From an optimization exercise on the open Yosys and OpenROAD flow, aimed at small area; shortcuts taken in it are not production practice. In this exercise RTL edits were held to simulation tests only and were not proved equivalent to the original. Power and IR drop assume default switching activity.

==> flow/design.v <==
module counter (
    input  logic clk,
    input  logic rst_n,
    output logic tick
);
logic [5:0] u;
assign tick = (u == 6'd20);
always_ff @(posedge clk or negedge rst_n) begin
    if (!rst_n)
        u <= 6'd52;
    else
        u <= {u[4:0], u[5] ^ u[4] ^ tick};
end
endmodule
module fifo (
    input  logic       clk,
    input  logic       rst_n,
    input  logic       wr,
    input  logic [7:0] w_data,
    input  logic       rd,
    output logic [7:0] r_data,
    output logic       full,
    output logic       empty
);
logic [7:0] mem [0:15];
logic [4:0] p;
logic [3:0] hp;
logic       pend;
assign empty = p[4];
assign full  = ~p[4] & (&p[3:0]);
wire push = wr & ~full;
wire pop  = rd & ~empty;
wire ins  = pend & (hp == 4'(-p[3:0]));
always_ff @(posedge clk) begin
    for (int j = 0; j < 15; j++)
        mem[j] <= mem[j+1];
    mem[15] <= ins ? w_data : mem[0];
end
always_ff @(posedge clk or negedge rst_n) begin
    if (!rst_n) begin
        p    <= 5'b11111;
        hp   <= 4'd0;
        pend <= 1'b0;
    end else begin
        if (push & ~pop)
            p <= p + 5'd1;
        else if (pop & ~push)
            p <= p - 5'd1;
        hp <= hp - {3'b000, ~pop};
        if (push)
            pend <= 1'b1;
        else if (ins)
            pend <= 1'b0;
    end
end
wire        selb = pend & (p == 5'd0);
logic [15:0] sel;
always_comb
    for (int i = 0; i < 16; i++)
        sel[i] = ~selb & (hp == 4'(i));
for (genvar j = 0; j < 8; j++) begin : g_col
    logic [15:0] d;
    for (genvar i = 0; i < 16; i++) begin : g_bit
        assign d[i] = mem[i][j];
    end
    rd_col u_col (.sel(sel), .d(d), .selb(selb), .b(w_data[j]), .y(r_data[j]));
end
endmodule
module fifo_tx (
    input  logic       clk,
    input  logic       rst_n,
    input  logic       wr,
    input  logic [7:0] w_data,
    input  logic       rd,
    input  logic       clr_head,
    output logic [7:0] q0,
    output logic       at_x,
    output logic       full,
    output logic       empty
);
logic [7:0] st [0:15];
logic [7:0] d  [0:15];
logic [4:0] p;
logic [3:0] hp, tp;
logic       init;
assign empty = p[4];
assign full  = ~p[4] & (&p[3:0]);
assign at_x  = (hp == 4'd15);
assign q0    = st[0];
wire push = wr & ~full;
wire pop  = rd;
wire clr  = init | (clr_head & (hp == 4'd0));
logic [15:0] ins;
logic [3:0] lo, hi;
always_comb begin
    for (int k = 0; k < 4; k++) begin
        lo[k] = push & (tp[1:0] == 2'(k));
        hi[k] = (tp[3:2] == 2'(k));
    end
    for (int j = 0; j < 16; j++)
        ins[j] = lo[j % 4] & hi[j / 4];
end
wire [7:0] w_n = ~w_data;
for (genvar k = 0; k < 8; k++) begin : g_x
    oai22 u (.a1(st[1][k]), .a2(clr), .b1(~ins[0]), .b2(w_n[k]), .y(d[0][k]));
end
for (genvar j = 1; j < 16; j++) begin : g_pos
    for (genvar k = 0; k < 8; k++) begin : g_bit
        if (j % 2 == 1) begin : g_inv
            aoi21 u (.a1(ins[j]), .a2(w_data[k]), .b1(st[(j+1)%16][k]), .y(d[j][k]));
        end else begin : g_true
            oai21 u (.a1(~ins[j]), .a2(w_n[k]), .b1(st[j+1][k]), .y(d[j][k]));
        end
    end
end
always_ff @(posedge clk)
    for (int j = 0; j < 16; j++)
        st[j] <= d[j];
always_ff @(posedge clk or negedge rst_n) begin
    if (!rst_n) begin
        p    <= 5'b11111;
        hp   <= 4'd0;
        tp   <= 4'd0;
        init <= 1'b1;
    end else begin
        if (push & ~pop)
            p <= p + 5'd1;
        else if (pop & ~push)
            p <= p - 5'd1;
        hp <= hp - {3'b000, ~pop};
        tp <= tp - {3'b000, ~push};
        if (hp == 4'd1)
            init <= 1'b0;
    end
end
endmodule
module aoi21 (
    input  logic a1, a2, b1,
    output logic y
);
assign y = ~((a1 & a2) | b1);
endmodule
module oai21 (
    input  logic a1, a2, b1,
    output logic y
);
assign y = ~((a1 | a2) & b1);
endmodule
module oai22 (
    input  logic a1, a2, b1, b2,
    output logic y
);
assign y = ~((a1 | a2) & (b1 | b2));
endmodule
module rd_col (
    input  logic [15:0] sel,
    input  logic [15:0] d,
    input  logic        selb,
    input  logic        b,
    output logic        y
);
logic [5:0] t;
for (genvar g = 0; g < 5; g++) begin : g_aoi
    aoi222 u (.a0(sel[3*g]),   .b0(d[3*g]),
              .a1(sel[3*g+1]), .b1(d[3*g+1]),
              .a2(sel[3*g+2]), .b2(d[3*g+2]), .y(t[g]));
end
assign t[5] = ~((sel[15] & d[15]) | (selb & b));
assign y = ~&t;
endmodule
module aoi222 (
    input  logic a0, b0, a1, b1, a2, b2,
    output logic y
);
assign y = ~((a0 & b0) | (a1 & b1) | (a2 & b2));
endmodule
module uart_rx (
    input  logic       clk,
    input  logic       rst_n,
    input  logic       rx,
    input  logic       s_tick,
    output logic       rx_done_tick,
    output logic [7:0] dout
);
localparam logic [1:0] IDLE = 2'b00, START = 2'b01, DATA = 2'b11, STOP = 2'b10;
logic [1:0] state;
logic [3:0] s;
logic [7:0] b;
wire last = s_tick & (&s);
always_ff @(posedge clk or negedge rst_n) begin
    if (!rst_n)
        state <= IDLE;
    else case (state)
        IDLE:  if (~rx) state <= START;
        START: if (last) state <= DATA;
        DATA:  if (last & b[0]) state <= STOP;
        STOP:  if (last) state <= IDLE;
    endcase
end
always_ff @(posedge clk) begin
    if (state == IDLE)
        s <= 4'd8;
    else
        s <= s + {3'd0, s_tick};
end
always_ff @(posedge clk) begin
    if (state == START && last)
        b <= 8'h80;
    else if (state == DATA && last)
        b <= {rx, b[7:1]};
end
assign rx_done_tick = (state == STOP) & last;
assign dout = b;
endmodule
module uart_tx (
    input  logic       clk,
    input  logic       rst_n,
    input  logic       tx_start,
    input  logic       s_tick,
    input  logic [7:0] din,
    input  logic       at_x,
    output logic       stop,
    output logic       tx_done_tick,
    output logic       tx
);
localparam logic [1:0] IDLE = 2'b00, START = 2'b01, DATA = 2'b11, STOP = 2'b10;
logic [1:0] state;
logic [6:0] ns;    
wire last = s_tick & (&ns[3:0]);
always_ff @(posedge clk or negedge rst_n) begin
    if (!rst_n)
        state <= IDLE;
    else case (state)
        IDLE:  if (tx_start) state <= START;
        START: if (last) state <= DATA;
        DATA:  if (last & (ns[6:4] == 3'd0)) state <= STOP;
        STOP:  if (last) state <= IDLE;
    endcase
end
always_ff @(posedge clk) begin
    if (state == IDLE)
        ns <= 7'd0;
    else if (s_tick)
        ns <= ns + 7'd1;
end
logic nb, txd;
always_ff @(posedge clk) begin
    if (at_x)
        nb <= din[ns[6:4]];
    if (last)
        txd <= nb;
end
always_comb begin
    case (state)
        START:   tx = 1'b0;
        DATA:    tx = txd;
        default: tx = 1'b1;
    endcase
end
assign stop = (state == STOP);
assign tx_done_tick = (state == STOP) & last;
endmodule
module uart_module #(
    parameter int BIT_TICKS = 54
)(
    input logic clk,
    input logic rst_n,
    input logic rx,
    input logic rd_uart,
    input logic [7:0] w_data,
    input logic wr_uart,
    output logic tx,
    output logic [7:0] r_data,
    output logic rx_empty,
    output logic tx_full
);
logic s_tick;
logic [7:0] dout;
logic rx_done_tick;
logic tx_done_tick;
logic [7:0] din;
logic tx_fifo_empty;
logic at_x;
logic tx_stop;
counter u_baud_rate_generator (
    .clk(clk),
    .rst_n(rst_n),
    .tick(s_tick)
);
uart_rx u_reciever (
    .clk(clk),
    .rst_n(rst_n),
    .rx(rx),
    .s_tick(s_tick),
    .dout(dout),
    .rx_done_tick(rx_done_tick)
);
fifo u_reciever_fifo (
    .clk(clk),
    .rst_n(rst_n),
    .w_data(dout),
    .wr(rx_done_tick),
    .r_data(r_data),
    .rd(rd_uart),
    .empty(rx_empty),
    .full()
);
uart_tx u_tranciever (
    .clk(clk),
    .rst_n(rst_n),
    .tx(tx),
    .din(din),
    .at_x(at_x),
    .stop(tx_stop),
    .s_tick(s_tick),
    .tx_done_tick(tx_done_tick),
    .tx_start(!tx_fifo_empty)
);
fifo_tx u_tranciever_fifo (
    .clk(clk),
    .rst_n(rst_n),
    .w_data(w_data),
    .wr(wr_uart),
    .rd(tx_done_tick),
    .clr_head(tx_stop),
    .q0(din),
    .at_x(at_x),
    .empty(tx_fifo_empty),
    .full(tx_full)
);
endmodule
==> flow/flow/run.sh <==
#!/bin/bash
# Standard layout with three changes: after floorplan every cell gets the
# smallest size of its family (flow/downsize.tcl); port buffers are buf_1;
# the clock tree is built from clkbuf_4 with larger sink clusters and no
# dummy loads.
set -euo pipefail
export POST_FLOORPLAN_TCL="$PWD/flow/downsize.tcl"
export BUFFER_PORTS_ARGS="-buffer_cell sky130_fd_sc_hd__buf_1"
export CTS_ARGS="-sink_clustering_enable -repair_clock_nets -dont_use_dummy_load -buf_list sky130_fd_sc_hd__clkbuf_4 -root_buf sky130_fd_sc_hd__clkbuf_2 -tree_buf sky130_fd_sc_hd__clkbuf_2 -sink_clustering_size 12 -sink_clustering_max_diameter 40"
bash standard.sh > standard_flow.log 2>&1
==> flow/flow/downsize.tcl <==
set db [ord::get_db]
set block [ord::get_db_block]
set dont_use {}
if { [info exists ::env(DONT_USE_CELLS)] } {
  set dont_use $::env(DONT_USE_CELLS)
}
array set fam {}
foreach lib [$db getLibs] {
  foreach m [$lib getMasters] {
    set n [$m getName]
    if { [regexp {^(sky130_fd_sc_hd__[a-z0-9]+)_([0-9]+)$} $n -> base sz] } {
      if { [lsearch -exact $dont_use $n] < 0 } {
        lappend fam($base) $m
      }
    }
  }
}
set swapped 0
set saved 0
foreach inst [$block getInsts] {
  set m [$inst getMaster]
  set n [$m getName]
  if { ![regexp {^(sky130_fd_sc_hd__[a-z0-9]+)_([0-9]+)$} $n -> base sz] } {
    continue
  }
  if { ![info exists fam($base)] } {
    continue
  }
  set best $m
  set bw [$m getWidth]
  foreach c $fam($base) {
    if { [$c getWidth] < $bw } {
      set best $c
      set bw [$c getWidth]
    }
  }
  if { $best ne $m } {
    set saved [expr { $saved + [$m getWidth] - $bw }]
    $inst swapMaster $best
    incr swapped
  }
}
puts "downsize: swapped $swapped cells, saved width [expr { $saved / 1000.0 }] um"
==> flow/standard.sh <==
#!/bin/bash
# synth_recipe.tcl (not shown) runs the flow's synth.tcl, then flattens the netlist and writes it again
# the make line also repeats each setting of config.mk as NAME=value (left out here)
make -C /OpenROAD-flow-scripts/flow DESIGN_CONFIG=/design/flow/config.mk WORK_HOME=/design/flow/orfs CLKGATE_MAP_FILE= SYNTH_SCRIPT=/design/flow/synth_recipe.tcl "${@:-finish}"
==> flow/config.mk <==
export PLATFORM = sky130hd
export DESIGN_NAME = uart_module
export DESIGN_NICKNAME = uart_module
export VERILOG_FILES = /design/flow/design.v
export SDC_FILE = /design/flow/constraint.sdc
export NUM_CORES = 4
export LEC_CHECK = 0
export CAP_MARGIN = 20
export CORE_MARGIN = 2
export CORE_UTILIZATION = 70
export SLEW_MARGIN = 20
export SYNTH_HIERARCHICAL = 1
==> flow/constraint.sdc <==
create_clock -name core_clock -period 10.0 [get_ports {clk}]
set_input_delay 2.0000 -clock core_clock [delete_from_list [all_inputs] [get_ports {clk}]]
set_output_delay 2.0000 -clock core_clock [all_outputs]
set_load 0.01 [all_outputs]
==> key figures, run 1 <==
Status
  – Status: timing/DRC/antenna clean

Timing
  – Final setup vio count: 0
  – Total Neg Setup Slack: 0 ps
  – Fin. Hold Viols: 0
  – Tcrit/Tclk final: around 56%
  – Relative slew slack: 33.9%
  – FMAX: between 150 and 200 MHz
  – WHS: 315 ps
  – Period minus WS final: around 5600 ps
  – Fin Clk Skew: 65.7 ps
  – RSZ-0062 raised after global routing: false
  – Final slew viol count: 0
  – Slew @ Worst Pin: slightly below 1000 ps

Clock network
  – CTS Buf Count: 37
  – Skew-Pair Late Insertion Delay: about 760 ps
  – CTS root buf: clkbuf_2
  – Resized Gates After CTS: 0
  – CTS tree: yes
  – CTS Sinks: 311
  – Post-CTS setup buffers: 0
  – H-tree depth: 2
  – Hold-fix buffers, CTS: 0
  – Clock transition at path regs: between 100 and 150 ps
  – Clock tree buffer depth: 3

Detailed routing
  – Antenna viol nets, final: 0
  – Via count: about 6,200
  – Residual DRC: 0
  – Drt total wl: roughly 19,000 µm
  – Iter 0 DRT Violations: roughly 630
  – First-pass iteration count of the detailed router: 8
  – DR vias/cell: between 6 and 7
  – Wirelength per Cell: 19.0 µm

Global route
  – First-pass GRT wire length: a little over 30,000 µm
  – Pin count of the biggest net entering global routing: 35
  – Total GRT Usage: a little over a quarter
  – Remaining global-route overflow: 0
  – Number of global-route vias before repair: roughly 6,300
  – Initial antenna violation count: 0

Worst setup path
  – Critical path depth: 10
  – Kind of critical path: reg -> out
  – CP dominant cell by count: nand2_1
  – CP Cell Sequence: inv_1, ha_1, nor4b_1, nand2_1, nand3_1, nor3_1, a222oi_1, nand2_1, or3_1, buf_1
  – Max FO, Critical Path: 8
  – Worst Path Buf+Inv: 2
  – Slowest cell delay on critical path: 760 ps
  – Worst path slowest cell: nor3_1
  – Crit path launch type: flip-flop
  – Delay-heaviest family, CP: simple AND/OR/NAND/NOR gates
  – CP endpoint kind: output port
  – CP required: 8000 ps
  – Cell count of the worst reg-to-reg path: 13
  – Reg2Reg Setup Slack: about 6000 ps
  – Arrival @ worst endpoint: 3550 ps

Min path
  – HP Class: reg -> reg
  – Hold path depth: 0

Final layout
  – Share of the core filled with cells: between 70 and 80%
  – Layout cells sized above 1: under 10%
  – # nets final: a little under 900
  – Layout overhead on the synthesized area: 2.03%
  – Ant. Diodes: 0

Pwr
  – Overall Power: 0.00246 W
  – Worst vdd ir: roughly 0.17 mV
  – Leakage: roughly 4.0 nW
  – Power Density: 248 mW/mm²

Place
  – GP Congestion: ~0.9
  – Post-DP HPWL: approximately 13,000 µm
  – Port-buffer cells: 23

Floorplan
  – Core area: about 0.014 mm²
  – Row count: 43
  – Die area: 0.0149 mm²
  – Initial Utilization: between 70% and 80%
  – Die Wd: around 120 µm
  – I/O pins: 24
  – Die Height: between 100 and 150 µm

Run
  – Max_cap viols: 0

Synth
  – Mean area per synthesized cell: around 12 µm²
  – Post-Syn Nets: approximately 800
  – YS warnings: 15
  – Mapped cell area: between 0.009 and 0.01 mm²
  – Mapped Cells: approximately 800
[placed cells by master, fill, tap and decap left out, types with 6 or more instances in the layout]
cell	instances
nand3_1	16
dfrtp_1	20
mux2_2	12
nand2_1	45
o22ai_1	8
buf_1	22
or3_1	11
clkbuf_4	32
xnor2_1	14
inv_1	33
dfxtp_1	275
o21ai_1	56
a22o_1	8
o31ai_1	7
clkbuf_2	6
o21ai_0	17
ha_1	20
a222oi_1	40
nor3_1	10
nor2_1	38
dfstp_2	14
xor2_1	10
a21oi_1	73
[final cells by class]
class                           instances  area (µm²)
Inverter                               33         124
Fill cell                             993        3790
Sequential cell                       311        6430
Tap cell                              180         225
Timing Repair Buffer                   23        87.6
Multi-Input combinational cell        428        2790
Clock buffer                           37         265
[flip-flops by register name, indices dropped and copies added (netlist names), 5 cells and up]
| signal | cells |
|---|---|
| u_baud_rate_generator.u | 6 |
| u_reciever.b | 8 |
| u_reciever_fifo.mem | 128 |
| u_reciever_fifo.p | 5 |
| u_tranciever.ns | 7 |
| u_tranciever_fifo.p | 5 |
| u_tranciever_fifo.st | 128 |
[per-layer routing]
| metal | GRT usage (%) | share of wire [%] | vias up | wire, µm |
|---|---|---|---|---|
| li1 | - | - | 2919 | - |
| met1 | 34.7 | 41 | 2975 | 7980 |
| met2 | 45.5 | 49 | 238 | 9420 |
| met3 | 6.27 | 7.2 | 45 | 1380 |
| met4 | 9.91 | 2.6 | 0 | 495 |
| met5 | 0 | 0 | - | 0 |
[per-stage QoR]
step | instances | setup WS (ps) | instance area, µm²
after floorplan | 782 | 5870 | 9730
after global placement | 975 | 5410 | 9660
after detailed placement | 975 | 5240 | 9660
after CTS | 1012 | 4460 | 9930
after global routing | 1012 | 4180 | 9930
final | 1012 | 4450 | 9930
[final timing paths]
| path | start | end |
|---|---|---|
| max in group asynchronous | rst_n | u_tranciever.state[1]$_DFFE_PN0P_ |
| min in group asynchronous | rst_n | u_reciever.state[0]$_DFFE_PN0P_ |
| setup reg to reg | u_baud_rate_generator.u[2]$_DFF_PN1_ | u_reciever_fifo.p[4]$_DFFE_PN1P_ |
| setup / recovery | u_reciever_fifo.p[0]$_DFFE_PN1P_ | r_data[0] |
| hold reg to reg | u_reciever_fifo.mem[10][2]$_DFF_P_ | u_reciever_fifo.mem[9][2]$_DFF_P_ |
| hold / removal | u_reciever_fifo.mem[10][2]$_DFF_P_ | u_reciever_fifo.mem[9][2]$_DFF_P_ |
[worst register-to-register path, cell delays in order (launching register included)]
cell	delay [ps]
dfstp_2	530
nor4b_1	330
and3b_1	410
nand4_1	490
or2_0	420
nor3b_1	180
and2_1	170
ha_1	170
inv_1	110
fa_1	420
a21o_1	170
a21oi_1	170
mux2i_1	240
xnor2_1	150
[power breakdown]
group | leakage, nW | internal (W) | switching (W)
logic | 1.20 | 0.000159 | 0.000247
registers | 2.68 | 0.00143 | 0.000107
clock network | 0.168 | 0.000159 | 0.000355
total | 4.04 | 0.00175 | 0.000710
==> run 2: changes to the inputs <==
--- a/flow/design.v
+++ b/flow/design.v
@@ -83,6 +83,8 @@
 logic [4:0] p;
 logic [3:0] hp, tp;
 logic       init;
+logic [7:0] wd;
+logic       dpush;
 assign empty = p[4];
 assign full  = ~p[4] & (&p[3:0]);
 assign at_x  = (hp == 4'd15);
@@ -90,45 +92,49 @@
 wire push = wr & ~full;
 wire pop  = rd;
 wire clr  = init | (clr_head & (hp == 4'd0));
-logic [15:0] ins;
-logic [3:0] lo, hi;
-always_comb begin
-    for (int k = 0; k < 4; k++) begin
-        lo[k] = push & (tp[1:0] == 2'(k));
-        hi[k] = (tp[3:2] == 2'(k));
-    end
-    for (int j = 0; j < 16; j++)
-        ins[j] = lo[j % 4] & hi[j / 4];
-end
-wire [7:0] w_n = ~w_data;
+wire       ins_en = (push & ~tp[0]) | dpush;
+wire [7:0] src    = dpush ? wd : w_data;
+wire [7:0] src_n  = ~src;
+logic [7:0] ins;
+always_comb
+    for (int m = 0; m < 8; m++)
+        ins[m] = ins_en & (tp[3:1] == 3'(m));
 for (genvar k = 0; k < 8; k++) begin : g_x
-    oai22 u (.a1(st[1][k]), .a2(clr), .b1(~ins[0]), .b2(w_n[k]), .y(d[0][k]));
+    oai22 u (.a1(st[1][k]), .a2(clr), .b1(~ins[0]), .b2(src_n[k]), .y(d[0][k]));
 end
 for (genvar j = 1; j < 16; j++) begin : g_pos
-    for (genvar k = 0; k < 8; k++) begin : g_bit
-        if (j % 2 == 1) begin : g_inv
-            aoi21 u (.a1(ins[j]), .a2(w_data[k]), .b1(st[(j+1)%16][k]), .y(d[j][k]));
-        end else begin : g_true
-            oai21 u (.a1(~ins[j]), .a2(w_n[k]), .b1(st[j+1][k]), .y(d[j][k]));
+    if (j % 2 == 1) begin : g_wire
+        assign d[j] = st[(j+1)%16];
+    end else if (j % 4 == 2) begin : g_inv
+        for (genvar k = 0; k < 8; k++) begin : g_bit
+            aoi21 u (.a1(ins[j/2]), .a2(src[k]), .b1(st[j+1][k]), .y(d[j][k]));
+        end
+    end else begin : g_true
+        for (genvar k = 0; k < 8; k++) begin : g_bit
+            oai21 u (.a1(~ins[j/2]), .a2(src_n[k]), .b1(st[j+1][k]), .y(d[j][k]));
         end
     end
 end
-always_ff @(posedge clk)
+always_ff @(posedge clk) begin
     for (int j = 0; j < 16; j++)
         st[j] <= d[j];
+    wd <= w_data;
+end
 always_ff @(posedge clk or negedge rst_n) begin
     if (!rst_n) begin
-        p    <= 5'b11111;
-        hp   <= 4'd0;
-        tp   <= 4'd0;
-        init <= 1'b1;
+        p     <= 5'b11111;
+        hp    <= 4'd0;
+        tp    <= 4'd0;
+        init  <= 1'b1;
+        dpush <= 1'b0;
     end else begin
         if (push & ~pop)
             p <= p + 5'd1;
         else if (pop & ~push)
             p <= p - 5'd1;
-        hp <= hp - {3'b000, ~pop};
-        tp <= tp - {3'b000, ~push};
+        hp    <= hp - {3'b000, ~pop};
+        tp    <= tp - {3'b000, ~push};
+        dpush <= push & tp[0];
         if (hp == 4'd1)
             init <= 1'b0;
     end
--- a/flow/config.mk
+++ b/flow/config.mk
@@ -7,6 +7,6 @@
 export LEC_CHECK = 0
 export CAP_MARGIN = 20
 export CORE_MARGIN = 2
-export CORE_UTILIZATION = 70
+export CORE_UTILIZATION = 75
 export SLEW_MARGIN = 20
 export SYNTH_HIERARCHICAL = 1
==> run 2 against run 1 <==
Still clean. First-iteration DRC count decreased by 27%. Critical path depth increased by 1. Flip-flop and latch count increased by 9. Sequential share of layout area increased by 2.1 points. Final area decreased by 0.28%. Synthesized cell count decreased by 6.9%. Global-route usage decreased by 1.4 points. Via count decreased by 10%. Largest cell class unchanged. Highest routed layer unchanged.
==> key figures, run 2 <==
Status
  – Status: timing/DRC/antenna clean

Global route
  – Remaining global-route overflow: 0 (unchanged)
  – First-pass GRT wire length: 27,400 µm (-12%)
  – Pin count of the biggest net entering global routing: 36 (+2.9%)
  – Initial antenna violation count: 0 (unchanged)
  – Number of global-route vias before repair: 5,596 (-11%)
  – Total GRT Usage: 25.8% (-1.4 points)

Worst setup path
  – Arrival @ worst endpoint: 3690 ps (+140 ps)
  – Kind of critical path: reg -> out
  – CP required: 8000 ps (about the same)
  – Max FO, Critical Path: 12 (+4)
  – CP endpoint kind: output port
  – Critical Path Source: u_reciever_fifo.p[0]$_DFFE_PN1P_
  – Crit path launch type: flip-flop
  – Reg2Reg Setup Slack: 6510 ps (+520 ps)
  – RR Startpoint: u_baud_rate_generator.u[2]$_DFF_PN1_

Timing
  – WHS: 233 ps (-81.7 ps)
  – Final setup vio count: 0 (unchanged)
  – Total Neg Setup Slack: 0 ps (unchanged)
  – Fin. Hold Viols: 0 (unchanged)
  – Tcrit/Tclk final: 56.9% (+1.4 points)
  – FMAX: 176 MHz (-2.4%)
  – Fin Clk Skew: 138 ps (+72.0 ps)
  – RSZ-0062 raised after global routing: false
  – Period minus WS final: 5690 ps (+139 ps)
  – Relative slew slack: 34.4% (+0.54 points)
  – Final slew viol count: 0 (unchanged)
  – Slew @ Worst Pin: 976 ps (-7.97 ps)

Floorplan
  – I/O pins: 24 (unchanged)
  – Initial Utilization: 76.3% (+5.3 points)
  – Row count: 41 (-4.7%)
  – Die area: 0.0136 mm² (-8.2%)
  – Die Wd: 117 µm (-4.2%)
  – Die Height: 117 µm (-4.2%)
  – Core area: 0.0125 mm² (-8.8%)

Clock network
  – Resized Gates After CTS: 0 (unchanged)
  – H-tree depth: 2 (unchanged)
  – CTS Buf Count: 37 (unchanged)
  – Post-CTS setup buffers: 0 (unchanged)
  – Skew-Pair Late Insertion Delay: 800 ps (+40 ps)
  – CTS root buf: clkbuf_2
  – CTS Sinks: 320 (+2.9%)
  – Clock tree buffer depth: 3 (unchanged)
  – CTS tree: yes
  – Clock transition at path regs: 110 ps (about the same)
  – Hold-fix buffers, CTS: 0 (unchanged)

Final layout
  – Commonest non-fill, non-tap cell in the layout: dfxtp_1
  – Ant. Diodes: 0 (unchanged)
  – Biggest registers after layout: u_reciever_fifo.mem x128, u_tranciever_fifo.st x128
  – Layout overhead on the synthesized area: 3.72%
  – Final instance count without filler cells: 953 (-5.8%)
  – Most frequent cells in the layout: 283 x dfxtp_1, 42 x a21oi_1, 40 x a222oi_1, 39 x inv_1, 38 x nand2_1
  – Layout cells sized above 1: 8.71% (+0.65 points)
  – # nets final: 819 (-5.8%)

Synth
  – Post-Syn Nets: 764 (-6.5%)
  – Mean area per synthesized cell: 13.1 µm² (+5.4%)
  – Mapped cell area: 0.00955 mm² (-1.9%)
  – Mapped Cells: 728 (-6.9%)
  – YS warnings: 16 (+1)

Place
  – Post-DP HPWL: 11,600 µm (-14%)
  – Port-buffer cells: 23 (unchanged)
  – Placed Cells: 916 (-6.1%)
  – GP Congestion: 0.834 (-8.8%)

Detailed routing
  – Antenna viol nets, final: 0 (unchanged)
  – Wirelength per Cell: 17.6 µm (-7.8%)
  – Via count: 5,559 (-10%)
  – Drt total wl: 16,700 µm (-13%)
  – DR vias/cell: 5.83 (-4.4%)
  – Iter 0 DRT Violations: 456 (-27%)
  – First-pass iteration count of the detailed router: 5 (-3)
  – Residual DRC: 0 (unchanged)

Run
  – Max_cap viols: 0 (unchanged)

Min path
  – HP Class: reg -> reg
  – Origin of the worst min-delay path: u_reciever_fifo.mem[4][1]$_DFF_P_

Pwr
  – Worst vdd ir: 0.211 mV (+27%)
  – Power Density: 251 mW/mm² (+1.1%)
  – Leakage: 4.15 nW (+2.6%)
-- run 2: final timing paths --
| kind | endpoint | cells past startpoint |
|---|---|---|
| max reg2reg | u_tranciever_fifo.p[4]$_DFFE_PN1P_ | 11 |
| max | r_data[0] | 11 |
| min reg2reg | u_reciever_fifo.mem[3][1]$_DFF_P_ | 0 |
| max in group asynchronous | u_tranciever_fifo.hp[1]$_DFF_PN0_ | 1 |
| min in group asynchronous | u_tranciever_fifo.tp[3]$_DFF_PN0_ | 1 |
| min | u_reciever_fifo.mem[3][1]$_DFF_P_ | 0 |
-- run 2: final cells by class --
type / count / area (µm²)
inverters: 39 / 146
multi-input cells: 359 / 2550
clock buffers: 37 / 265
well taps: 172 / 215
fillers: 802 / 2620
flip-flops and latches: 320 / 6620
repair buffers: 26 / 110
-- run 2: stage by stage --
| stage | worst slack [ps] | utilization, % | instance area, µm² | power [W] |
|---|---|---|---|---|
| finish | 4310 | 79.1 | 9900 | 0.00248 |
| global route | 4060 | 79.1 | 9900 | 0.00261 |
| CTS | 4280 | 79.1 | 9900 | 0.00250 |
| detailed placement | 5050 | 77.0 | 9640 | 0.00198 |
| global placement | 5150 | 76.9 | 9630 | 0.00195 |
| floorplan | 5270 | - | 9550 | 0.00188 |
-- run 2: power by group --
group	switching, W	internal (W)	leakage (nW)
logic	0.000235	0.000147	1.26
clock network	0.000364	0.000159	0.168
registers	0.000105	0.00147	2.72
-- run 2: critical path, stage by stage (launching register included) --
cell and delay [ps]:
dfstp_2 590, inv_1 100, ha_1 230, nand2_1 60, nor4_1 40, buf_4 170, or3_1 370, nor3_1 770
a222oi_1 290, nand2_1 140, or3_1 120, buf_1 140
-- run 2: routing by layer --
metal / track usage (%) / vias to the layer above / wire length (µm)
li1: - / 2693 / -
met1: 33.3 / 2680 / 7270
met2: 42.9 / 150 / 8280
met3: 5.36 / 36 / 764
met4: 10.6 / 0 / 422
met5: 0 / - / 0
==> run 3: changes to the inputs <==
--- a/flow/config.mk
+++ b/flow/config.mk
@@ -7,6 +7,6 @@
 export LEC_CHECK = 0
 export CAP_MARGIN = 20
 export CORE_MARGIN = 2
-export CORE_UTILIZATION = 75
+export CORE_UTILIZATION = 70
 export SLEW_MARGIN = 20
 export SYNTH_HIERARCHICAL = 1
==> run 3 against run 2 <==
Via count shrank 0.32%. Largest cell class unchanged. Largest power group unchanged. Global-route usage shrank 1.7 points. Critical endpoint is now r_data[7]. Still clean. Sequential share of layout area is essentially flat.
==> key figures, run 3 <==
Clock network
  – Hold-fix buffers, CTS: 0 (unchanged)
  – Clock transition at path regs: 110 ps (about the same)
  – Skew-Pair Late Insertion Delay: 710 ps (-90 ps)
  – CTS tree: yes
  – Post-CTS setup buffers: 0 (unchanged)
  – H-tree depth: 2 (unchanged)
  – CTS Buf Count: 35 (-5.4%)
  – Resized Gates After CTS: 0 (unchanged)
  – CTS root buf: clkbuf_2
  – CTS Sinks: 320 (unchanged)
  – Clock tree buffer depth: 3 (unchanged)

Final layout
  – FILL cells: 910 (+13%)
  – Multi-input combinational cell area: 0.00255 mm² (+0.20%)
  – Share of the core filled with cells: 74.5% (-4.6 points)
  – Commonest non-fill, non-tap cell in the layout: dfxtp_1
  – Register area: 0.00662 mm² (unchanged)
  – Layout overhead on the synthesized area: 3.77% (about the same)
  – Biggest registers after layout: u_reciever_fifo.mem x128, u_tranciever_fifo.st x128
  – # nets final: 818 (-0.12%)
  – Layout cells sized above 1: 8.72% (+0.011 points)
  – Most frequent cells in the layout: 283 x dfxtp_1, 42 x a21oi_1, 40 x a222oi_1, 39 x inv_1, 38 x nand2_1
  – Final instance area: 0.00991 mm² (about the same)

Worst setup path
  – Reg2Reg Setup Slack: 6520 ps (about the same)
  – RR Startpoint: u_baud_rate_generator.u[2]$_DFF_PN1_
  – Crit path launch type: flip-flop
  – Critical Path Source: u_reciever_fifo.p[0]$_DFFE_PN1P_
  – Slowest cell delay on critical path: 740 ps (-30 ps)
  – CP endpoint kind: output port
  – Max FO, Critical Path: 12 (unchanged)
  – Cell count of the worst reg-to-reg path: 13 (+2)
  – FF-to-FF End: u_reciever_fifo.p[4]$_DFFE_PN1P_
  – Arrival @ worst endpoint: 3470 ps (-220 ps)
  – Kind of critical path: reg -> out
  – Delay-heaviest family, CP: simple AND/OR/NAND/NOR gates
  – Worst path slowest cell: nor3_1
  – CP required: 8000 ps (about the same)
  – CP Cell Sequence: inv_1, ha_1, nand2_1, nor4_1, buf_4, nand3b_1, nor3_1, a222oi_1, nand3_1, or3_1, buf_1
  – Worst Path Buf+Inv: 3 (unchanged)

Detailed routing
  – Via count: 5,541 (-0.32%)
  – DR vias/cell: 5.79 (-0.74%)
  – First-pass iteration count of the detailed router: 7 (+2)
  – Antenna viol nets, final: 0 (unchanged)
  – Wirelength per Cell: 17.6 µm (+0.30%)
  – Residual DRC: 0 (unchanged)
  – Drt total wl: 16,900 µm (+0.72%)
  – Iter 0 DRT Violations: 428 (-6.1%)

Global route
  – Pin count of the biggest net entering global routing: 36 (unchanged)
  – Remaining global-route overflow: 0 (unchanged)
  – Initial antenna violation count: 2 (+2)
  – Number of global-route vias before repair: 5,757 (+2.9%)
  – Total GRT Usage: 24.1% (-1.7 points)
  – First-pass GRT wire length: 27,700 µm (+1.4%)

Pwr
  – Power Density: 249 mW/mm² (-0.49%)
  – Cell internal pwr: 0.00177 W (-0.44%)
  – Combinational Power Share: 15.6% (+0.2 points)
  – Clock power frac: 20.5% (-0.6 points)
  – Flop pwr share: 63.9% (+0.4 points)
  – Leakage: 4.15 nW (about the same)
  – Overall Power: 0.00247 W (-0.44%)
  – Psw: 0.000700 W (-0.46%)
  – Worst vdd ir: 0.209 mV (-1.3%)
  – Net Sw Frac: 28.3% (about the same)

Synth
  – Mapped cell area: 0.00955 mm² (unchanged)
  – Post-Syn Nets: 764 (unchanged)
  – Mean area per synthesized cell: 13.1 µm² (unchanged)
  – YS warnings: 16 (unchanged)
  – Mapped Cells: 728 (unchanged)

Run
  – Max_cap viols: 0 (unchanged)

Timing
  – Fin. Hold Viols: 0 (unchanged)
  – Period minus WS final: 5470 ps (-220 ps)
  – WHS: 299 ps (+65.3 ps)
  – Slew @ Worst Pin: 923 ps (-53.7 ps)
  – Tcrit/Tclk final: 54.7% (-2.2 points)
  – Relative slew slack: 38.0% (+3.6 points)
  – FMAX: 183 MHz (+4.0%)
  – Total Neg Setup Slack: 0 ps (unchanged)
  – Final slew viol count: 0 (unchanged)
  – RSZ-0062 raised after global routing: false
  – Final setup vio count: 0 (unchanged)
  – Fin Clk Skew: 92.7 ps (-45.1 ps)

Place
  – GP Congestion: 0.801 (-3.9%)
  – Post-DP HPWL: 11,800 µm (+2.0%)
  – Area after DPL: 0.00964 mm² (about the same)
  – Port-buffer cells: 23 (unchanged)

Floorplan
  – Die Wd: 121 µm (+3.4%)
  – Core area: 0.0133 mm² (+6.2%)
  – Die Height: 121 µm (+3.4%)
  – I/O pins: 24 (unchanged)
  – Row count: 42 (+2.4%)
  – Die area: 0.0146 mm² (+6.9%)
  – Initial Utilization: 71.8% (-4.5 points)

Min path
  – HP Class: reg -> reg
  – Origin of the worst min-delay path: u_tranciever_fifo.st[2][4]$_DFF_P_
  – Hold worst-path end: u_tranciever_fifo.st[1][4]$_DFF_P_
  – Hold path depth: 0 (unchanged)

Status
  – Status: timing/DRC/antenna clean
==> run 3: worst max path at each step <==
stage	end	cells past startpoint	slack, ps
floorplan	r_data[0]	9	5270
global placement	r_data[4]	11	5120
detailed placement	r_data[3]	11	4870
CTS	r_data[4]	11	4150
global route	r_data[3]	11	4290
finish	r_data[7]	11	4530
==> run 3: power groups by stage <==
stage | registers (W) | clock network (W) | logic [W]
2_1_floorplan | 0.00155 | 0 | 0.000328
3_3_place_gp | 0.00160 | 0 | 0.000361
3_5_place_dp | 0.00160 | 0 | 0.000382
4_1_cts | 0.00158 | 0.000521 | 0.000386
5_1_grt | 0.00160 | 0.000574 | 0.000432
6_report | 0.00158 | 0.000507 | 0.000385
==> run 3: worst register-to-register path, stage by stage (launching register included) <==
cell,delay [ps]
dfstp_2,530
nor4b_1,300
and3b_1,400
and4_1,290
nand2_1,90
nor3b_1,230
and2_1,180
ha_1,210
inv_1,120
ha_1,330
a21o_1,160
a21oi_1,180
mux2i_1,230
xnor2_1,140
==> run 3: routing by layer <==
layer | track usage (%) | share of wire, %
met1 | 30.6 | 44
met2 | 41.3 | 50
met3 | 4.48 | 4.1
met4 | 8.50 | 2.1
met5 | 0 | 0
==> run 3: per-stage QoR <==
step,instances,setup WS (ps)
after floorplan,728,5270
after global placement,921,5120
after detailed placement,921,4870
after CTS,956,4150
after global routing,957,4290
final,957,4530
==> run 3: cell type report <==
type | instances | area share, %
flip-flops and latches | 320 | 66.8
clock buffers | 35 | 2.53
multi-input cells | 359 | 25.8
inverters | 39 | 1.48
well taps | 176 | 2.22
repair buffers | 27 | 1.19
diodes | 1 | 0.0253
==> run 4: changes to the inputs <==
==> flow/flow/run.sh (replaced) <==
#!/bin/bash
# Standard layout with three changes: after floorplan every cell gets the
# smallest size of its family (flow/downsize.tcl); port buffers are buf_1;
# the clock tree is built from clkbuf_4 with larger sink clusters and no
# dummy loads.
set -euo pipefail
export POST_FLOORPLAN_TCL="$PWD/flow/downsize.tcl"
export BUFFER_PORTS_ARGS="-buffer_cell sky130_fd_sc_hd__buf_1"
export CTS_ARGS="-sink_clustering_enable -repair_clock_nets -dont_use_dummy_load -buf_list sky130_fd_sc_hd__clkbuf_4 -root_buf sky130_fd_sc_hd__clkbuf_1 -tree_buf sky130_fd_sc_hd__clkbuf_1 -sink_clustering_size 12 -sink_clustering_max_diameter 40"
bash standard.sh > standard_flow.log 2>&1
==> run 4 against run 3 <==
Critical path type unchanged. Flip-flop and latch count unchanged. Worst setup slack got worse by 330 ps. Clock power decreased by 1%. Final area about the same. Via count decreased by 0.23%. Combinational power about the same. First-iteration DRC count decreased by 3.7%. Die area unchanged. Power decreased by 0.20%. Sequential share of layout area about the same. Register-to-register slack got worse by 30 ps. Global-route usage increased by 0.062 points.
==> key figures, run 4 <==
Synth
  – Post-Syn Nets: 764 (unchanged)
  – Mapped cell area: 0.00955 mm² (unchanged)
  – Mapped Cells: 728 (unchanged)
  – Mean area per synthesized cell: 13.1 µm² (unchanged)
  – YS warnings: 16 (unchanged)

Global route
  – Total GRT Usage: 24.1% (+0.062 points)
  – First-pass GRT wire length: 27,800 µm (about the same)
  – Remaining global-route overflow: 0 (unchanged)
  – Number of global-route vias before repair: 5,765 (+0.14%)
  – Initial antenna violation count: 2 (unchanged)
  – Pin count of the biggest net entering global routing: 36 (unchanged)

Worst setup path
  – Kind of critical path: reg -> out
  – Crit path launch type: flip-flop
  – RR Startpoint: u_baud_rate_generator.u[2]$_DFF_PN1_
  – Reg2Reg Setup Slack: 6490 ps (-30 ps)
  – Max FO, Critical Path: 12 (unchanged)
  – FF-to-FF End: u_reciever_fifo.p[4]$_DFFE_PN1P_
  – CP endpoint kind: output port
  – Cell count of the worst reg-to-reg path: 13 (unchanged)
  – Critical Path Source: u_reciever_fifo.p[0]$_DFFE_PN1P_
  – End of the critical path: r_data[7]
  – Arrival @ worst endpoint: 3800 ps (+330 ps)
  – CP required: 8000 ps (about the same)

Detailed routing
  – Residual DRC: 0 (unchanged)
  – Top sig layer: met4
  – Met2 wire length: 8440 µm (+0.37%)
  – Drt total wl: 16,900 µm (+0.42%)
  – Antenna viol nets, final: 0 (unchanged)
  – Iter 0 DRT Violations: 412 (-3.7%)
  – DR vias/cell: 5.78 (-0.23%)
  – Wirelength per Cell: 17.7 µm (+0.42%)
  – Via count: 5,528 (-0.23%)
  – Routed wl met3: 651 µm (-5.8%)
  – WL met1: 7500 µm (+1.2%)
  – First-pass iteration count of the detailed router: 5 (-2)

Pwr
  – Power Density: 249 mW/mm² (-0.14%)
  – Worst vdd ir: 0.208 mV (-0.47%)
  – Leakage: 4.13 nW (-0.36%)

Final layout
  – Layout cells sized above 1: 8.08% (-0.64 points)
  – Final instance area: 0.00990 mm² (about the same)
  – # nets final: 818 (unchanged)
  – Layout overhead on the synthesized area: 3.71% (about the same)
  – Share of the core filled with cells: 74.5% (about the same)
  – FILL cells: 913 (+0.33%)
  – Commonest non-fill, non-tap cell in the layout: dfxtp_1
  – Biggest registers after layout: u_reciever_fifo.mem x128, u_tranciever_fifo.st x128
  – Multi-input combinational cell area: 0.00255 mm² (unchanged)
  – Register area: 0.00662 mm² (unchanged)
  – Most frequent cells in the layout: 283 x dfxtp_1, 42 x a21oi_1, 40 x a222oi_1, 39 x inv_1, 38 x nand2_1

Clock network
  – Resized Gates After CTS: 0 (unchanged)
  – Clock tree buffer depth: 3 (unchanged)
  – Post-CTS setup buffers: 0 (unchanged)
  – Skew-Pair Late Insertion Delay: 1130 ps (+420 ps)
  – CTS Sinks: 320 (unchanged)
  – H-tree depth: 2 (unchanged)
  – Hold-fix buffers, CTS: 0 (unchanged)
  – CTS root buf: clkbuf_1
  – CTS tree: yes
  – CTS Buf Count: 35 (unchanged)
  – Clock transition at path regs: 120 ps (about the same)

Run
  – Max_cap viols: 0 (unchanged)

Timing
  – Slew @ Worst Pin: 941 ps (+18.1 ps)
  – Relative slew slack: 36.8% (-1.2 points)
  – Fin Clk Skew: 153 ps (+60.3 ps)
  – Final slew viol count: 0 (unchanged)
  – Fin. Hold Viols: 0 (unchanged)
  – Final WS setup: 4200 ps (-330 ps)
  – Final setup vio count: 0 (unchanged)
  – Total Neg Setup Slack: 0 ps (unchanged)
  – Period minus WS final: 5800 ps (+330 ps)
  – Tcrit/Tclk final: 58.0% (+3.3 points)
  – FMAX: 172 MHz (-5.7%)
  – RSZ-0062 raised after global routing: false

Floorplan
  – Die Height: 121 µm (unchanged)
  – Core area: 0.0133 mm² (unchanged)
  – Die Wd: 121 µm (unchanged)
  – I/O pins: 24 (unchanged)
  – Row count: 42 (unchanged)
  – Initial Utilization: 71.8% (unchanged)
  – Die area: 0.0146 mm² (unchanged)

Status
  – Status: timing/DRC/antenna clean

Place
  – DP Worst Slack: 4870 ps (unchanged)
  – Port-buffer cells: 23 (unchanged)
  – GP Congestion: 0.801 (unchanged)
  – Post-DP HPWL: 11,800 µm (unchanged)
  – Area after DPL: 0.00964 mm² (unchanged)

Min path
  – HP Class: reg -> reg
## run 4: critical path, cell delays in order, from the launching register on
cell and delay (ps):
dfstp_2 590, inv_1 90, ha_1 230, nand2_1 70, nor4_1 50, buf_4 180
nand3b_1 230, nor3_1 750, a222oi_1 270, nand3_1 130, or3_1 130, buf_1 150
## run 4: where the power goes
group	internal [W]	switching, W	total (W)
Sequential	0.00147	0.000107	0.00158
Combinational	0.000148	0.000237	0.000386
Clock	0.000144	0.000357	0.000501
## run 4: worst min path at each step
| stage | start | end | slack [ps] | depth (start not counted) |
|---|---|---|---|---|
| after CTS | u_reciever_fifo.mem[14][0]$_DFF_P_ | u_reciever_fifo.mem[13][0]$_DFF_P_ | 250 | 0 |
| after global routing | u_reciever_fifo.mem[9][7]$_DFF_P_ | u_reciever_fifo.mem[8][7]$_DFF_P_ | 240 | 0 |
| after floorplan | u_tranciever_fifo.st[12][0]$_DFF_P_ | u_tranciever_fifo.st[11][0]$_DFF_P_ | 310 | 0 |
| after detailed placement | u_tranciever_fifo.st[12][5]$_DFF_P_ | u_tranciever_fifo.st[11][5]$_DFF_P_ | 310 | 0 |
| final | u_tranciever_fifo.st[2][4]$_DFF_P_ | u_tranciever_fifo.st[1][4]$_DFF_P_ | 270 | 0 |
| after global placement | u_tranciever_fifo.st[14][5]$_DFF_P_ | u_tranciever_fifo.st[13][5]$_DFF_P_ | 310 | 0 |
## run 4: cell type report
class                   instances  share of cell area, %
flip-flops and latches        320                   66.9
diodes                          1                 0.0253
multi-input cells             359                   25.8
inverters                      39                   1.48
repair buffers                 27                   1.19
clock buffers                  35                   2.46
well taps                     176                   2.22
## run 4: per-stage QoR
step,cells,hold WS [ps],power [W]
5_1_grt,957,244,0.00260
2_1_floorplan,728,310,0.00188
3_3_place_gp,921,311,0.00196
6_report,957,268,0.00247
3_5_place_dp,921,312,0.00198
4_1_cts,956,250,0.00248
## run 4: layer usage
layer	up-vias	track usage (%)
met4	0	8.94
li1	2693	-
met2	126	41.4
met5	-	0
met3	23	4.48
met1	2686	30.5
==> run 5: changes to the inputs <==
==> flow/flow/run.sh (replaced) <==
#!/bin/bash
# Standard layout with three changes: after floorplan every cell gets the
# smallest size of its family (flow/downsize.tcl); port buffers are buf_1;
# the clock tree is built from clkbuf_4 with larger sink clusters and no
# dummy loads.
set -euo pipefail
export POST_FLOORPLAN_TCL="$PWD/flow/downsize.tcl"
export BUFFER_PORTS_ARGS="-buffer_cell sky130_fd_sc_hd__buf_1"
export CTS_ARGS="-sink_clustering_enable -repair_clock_nets -dont_use_dummy_load -buf_list sky130_fd_sc_hd__clkbuf_4 -root_buf sky130_fd_sc_hd__clkbuf_2 -tree_buf sky130_fd_sc_hd__clkbuf_2 -sink_clustering_size 12 -sink_clustering_max_diameter 45"
bash standard.sh > standard_flow.log 2>&1
==> run 5 against run 4 <==
Global-route usage about the same. Final area barely moved. Critical path type unchanged. First-iteration DRC count shrank 5.8%. Highest routed layer unchanged. Worst setup slack better by 230 ps. Critical endpoint unchanged. Die area stayed put. Maximum frequency rose by 4.1%.
==> key figures, run 5 <==
Timing
  – FMAX: 179 MHz (+4.1%)
  – Tcrit/Tclk final: 55.8% (-2.3 points)
  – Slew @ Worst Pin: 943 ps (+2.23 ps)
  – Period minus WS final: 5580 ps (-226 ps)
  – Fin. Hold Viols: 0 (unchanged)
  – Final setup vio count: 0 (unchanged)
  – Relative slew slack: 36.7% (-0.15 points)
  – RSZ-0062 raised after global routing: false
  – Final slew viol count: 0 (unchanged)
  – Total Neg Setup Slack: 0 ps (unchanged)
  – Fin Clk Skew: 127 ps (-25.6 ps)

Floorplan
  – Die Height: 121 µm (unchanged)
  – Core area: 0.0133 mm² (unchanged)
  – Die area: 0.0146 mm² (unchanged)
  – Row count: 42 (unchanged)
  – Initial Utilization: 71.8% (unchanged)
  – I/O pins: 24 (unchanged)
  – Die Wd: 121 µm (unchanged)

Final layout
  – Multi-input combinational cell area: 0.00255 mm² (unchanged)
  – Commonest non-fill, non-tap cell in the layout: dfxtp_1
  – Register area: 0.00662 mm² (unchanged)
  – Biggest registers after layout: u_reciever_fifo.mem x128, u_tranciever_fifo.st x128
  – # nets final: 817 (-0.12%)
  – FILL cells: 914 (+0.11%)
  – Most frequent cells in the layout: 283 x dfxtp_1, 42 x a21oi_1, 40 x a222oi_1, 39 x inv_1, 38 x nand2_1
  – Layout overhead on the synthesized area: 3.70% (about the same)
  – Layout cells sized above 1: 8.60% (+0.52 points)

Clock network
  – Skew-Pair Late Insertion Delay: 780 ps (-350 ps)
  – Clock tree buffer depth: 3 (unchanged)
  – Resized Gates After CTS: 0 (unchanged)
  – CTS Buf Count: 34 (-2.9%)
  – Clock transition at path regs: 110 ps (about the same)
  – CTS root buf: clkbuf_2
  – CTS tree: yes
  – H-tree depth: 2 (unchanged)
  – CTS Sinks: 320 (unchanged)
  – Post-CTS setup buffers: 0 (unchanged)
  – Hold-fix buffers, CTS: 0 (unchanged)

Global route
  – First-pass GRT wire length: 27,700 µm (about the same)
  – Number of global-route vias before repair: 5,744 (-0.36%)
  – Total GRT Usage: 24.1% (about the same)
  – Remaining global-route overflow: 0 (unchanged)
  – Initial antenna violation count: 1 (-1)
  – Pin count of the biggest net entering global routing: 36 (unchanged)

Pwr
  – Leakage: 4.14 nW (+0.25%)
  – Overall Power: 0.00247 W (+0.11%)
  – Power Density: 249 mW/mm² (+0.12%)
  – Worst vdd ir: 0.194 mV (-6.7%)

Synth
  – Mapped Cells: 728 (unchanged)
  – Post-Syn Nets: 764 (unchanged)
  – Mapped cell area: 0.00955 mm² (unchanged)
  – Mean area per synthesized cell: 13.1 µm² (unchanged)
  – YS warnings: 16 (unchanged)

Detailed routing
  – Via count: 5,502 (-0.47%)
  – Drt total wl: 16,900 µm (-0.15%)
  – Wirelength per Cell: 17.7 µm (about the same)
  – Residual DRC: 0 (unchanged)
  – Antenna viol nets, final: 0 (unchanged)
  – Iter 0 DRT Violations: 388 (-5.8%)
  – First-pass iteration count of the detailed router: 6 (+1)
  – DR vias/cell: 5.76 (-0.37%)

Worst setup path
  – Worst path slowest cell: nor3_1
  – Kind of critical path: reg -> out
  – Slowest cell delay on critical path: 750 ps (about the same)
  – CP required: 8000 ps (about the same)
  – Arrival @ worst endpoint: 3580 ps (-220 ps)
  – CP endpoint kind: output port
  – Max FO, Critical Path: 12 (unchanged)
  – CP Cell Sequence: inv_1, ha_1, nand2_1, nor4_1, buf_4, nand3b_1, nor3_1, a222oi_1, nand3_1, or3_1, buf_1
  – Crit path launch type: flip-flop

Run
  – Max_cap viols: 0 (unchanged)

Place
  – GP Congestion: 0.801 (unchanged)
  – Port-buffer cells: 23 (unchanged)
  – Post-DP HPWL: 11,800 µm (unchanged)

Min path
  – HP Class: reg -> reg

Status
  – Status: timing/DRC/antenna clean
run 5: worst paths after layout:
check	from	endpoint	slack, ps	cells after the start
min in group asynchronous	rst_n	u_baud_rate_generator.u[3]$_DFF_PN0_	1410	1
max in group asynchronous	rst_n	u_tranciever_fifo.hp[0]$_DFF_PN0_	8000	1
setup reg to reg	u_baud_rate_generator.u[2]$_DFF_PN1_	u_tranciever_fifo.p[4]$_DFFE_PN1P_	6490	11
setup / recovery	u_reciever_fifo.p[0]$_DFFE_PN1P_	r_data[7]	4420	11
hold reg to reg	u_tranciever_fifo.st[2][4]$_DFF_P_	u_tranciever_fifo.st[1][4]$_DFF_P_	260	0
hold / removal	u_tranciever_fifo.st[2][4]$_DFF_P_	u_tranciever_fifo.st[1][4]$_DFF_P_	260	0
run 5: layout make-up:
class | instances | share of cell area (%)
repair buffers | 27 | 1.19
multi-input cells | 359 | 25.8
flip-flops and latches | 320 | 66.9
diodes | 1 | 0.0253
well taps | 176 | 2.22
clock buffers | 34 | 2.45
inverters | 39 | 1.48
run 5: power breakdown:
part | internal, W | switching (W)
clock network | 0.000146 | 0.000359
logic | 0.000148 | 0.000237
registers | 0.00147 | 0.000107
total | 0.00177 | 0.000702
run 5: stage by stage:
stage | cell area (µm²) | utilization [%] | hold WS (ps) | instances | worst slack, ps
2_1_floorplan | 9550 | - | 310 | 728 | 5270
3_3_place_gp | 9640 | 72.5 | 311 | 921 | 5120
3_5_place_dp | 9640 | 72.5 | 312 | 921 | 4870
4_1_cts | 9890 | 74.4 | 243 | 955 | 4080
5_1_grt | 9900 | 74.5 | 258 | 956 | 4200
6_report | 9900 | 74.5 | 258 | 956 | 4420
run 5: worst max-delay path, delay by kind of cell (launching register included):
| kind | cells | cell delay, ps |
|---|---|---|
| buffers and inverters | 3 | 420 |
| AO/OA/AOI/OAI | 1 | 270 |
| flip-flops | 1 | 610 |
| AND/OR/NAND/NOR | 6 | 1370 |
| adder cells (fa/ha/maj) | 1 | 230 |
run 5: routing by layer:
layer | share of wire, % | wire, µm | up-vias | global-route usage (%)
met3 | 4.0 | 668 | 26 | 4.01
met4 | 2.1 | 354 | 0 | 9.23
met2 | 49 | 8360 | 123 | 41.3
met5 | 0 | 0 | - | 0
li1 | - | - | 2690 | -
met1 | 44 | 7520 | 2663 | 30.8

==> separate check: timing with driven ports <==
Ports are ideal in the flow. The routed layouts listed here were re-timed in OpenROAD.
Step 1 sets driving cells, clkbuf_16 on the clock port and buf_2 on the other inputs (assumed; they add their load-dependent delay and slew).
Step 2 times the ports against the registers' clock, not the clock port: input delays grow and output delays shrink by t, the midpoint of the rising clock arrivals with the driver on.
a / b / c = ideal ports / drivers / drivers and shift; a / b = the first two.
run | t, ns | slack for setup (ns) | worst hold slack (ns) | worst slew at a driven data input, ns
run 1 | 0.759 | 4.446 / 4.411 / 5.170 | 0.315 / 0.315 / 0.315 | 0.06
run 2 | 0.768 | 4.307 / 4.273 / 5.041 | 0.233 / 0.233 / 0.233 | 0.04
run 3 | 0.720 | 4.527 / 4.494 / 5.214 | 0.299 / 0.299 / 0.299 | 0.03
run 4 | 1.066 | 4.197 / 4.163 / 5.229 | 0.268 / 0.268 / 0.268 | 0.03
run 5 | 0.756 | 4.423 / 4.387 / 5.144 | 0.258 / 0.258 / 0.258 | 0.03
After both steps setup and hold are still met in every run listed.
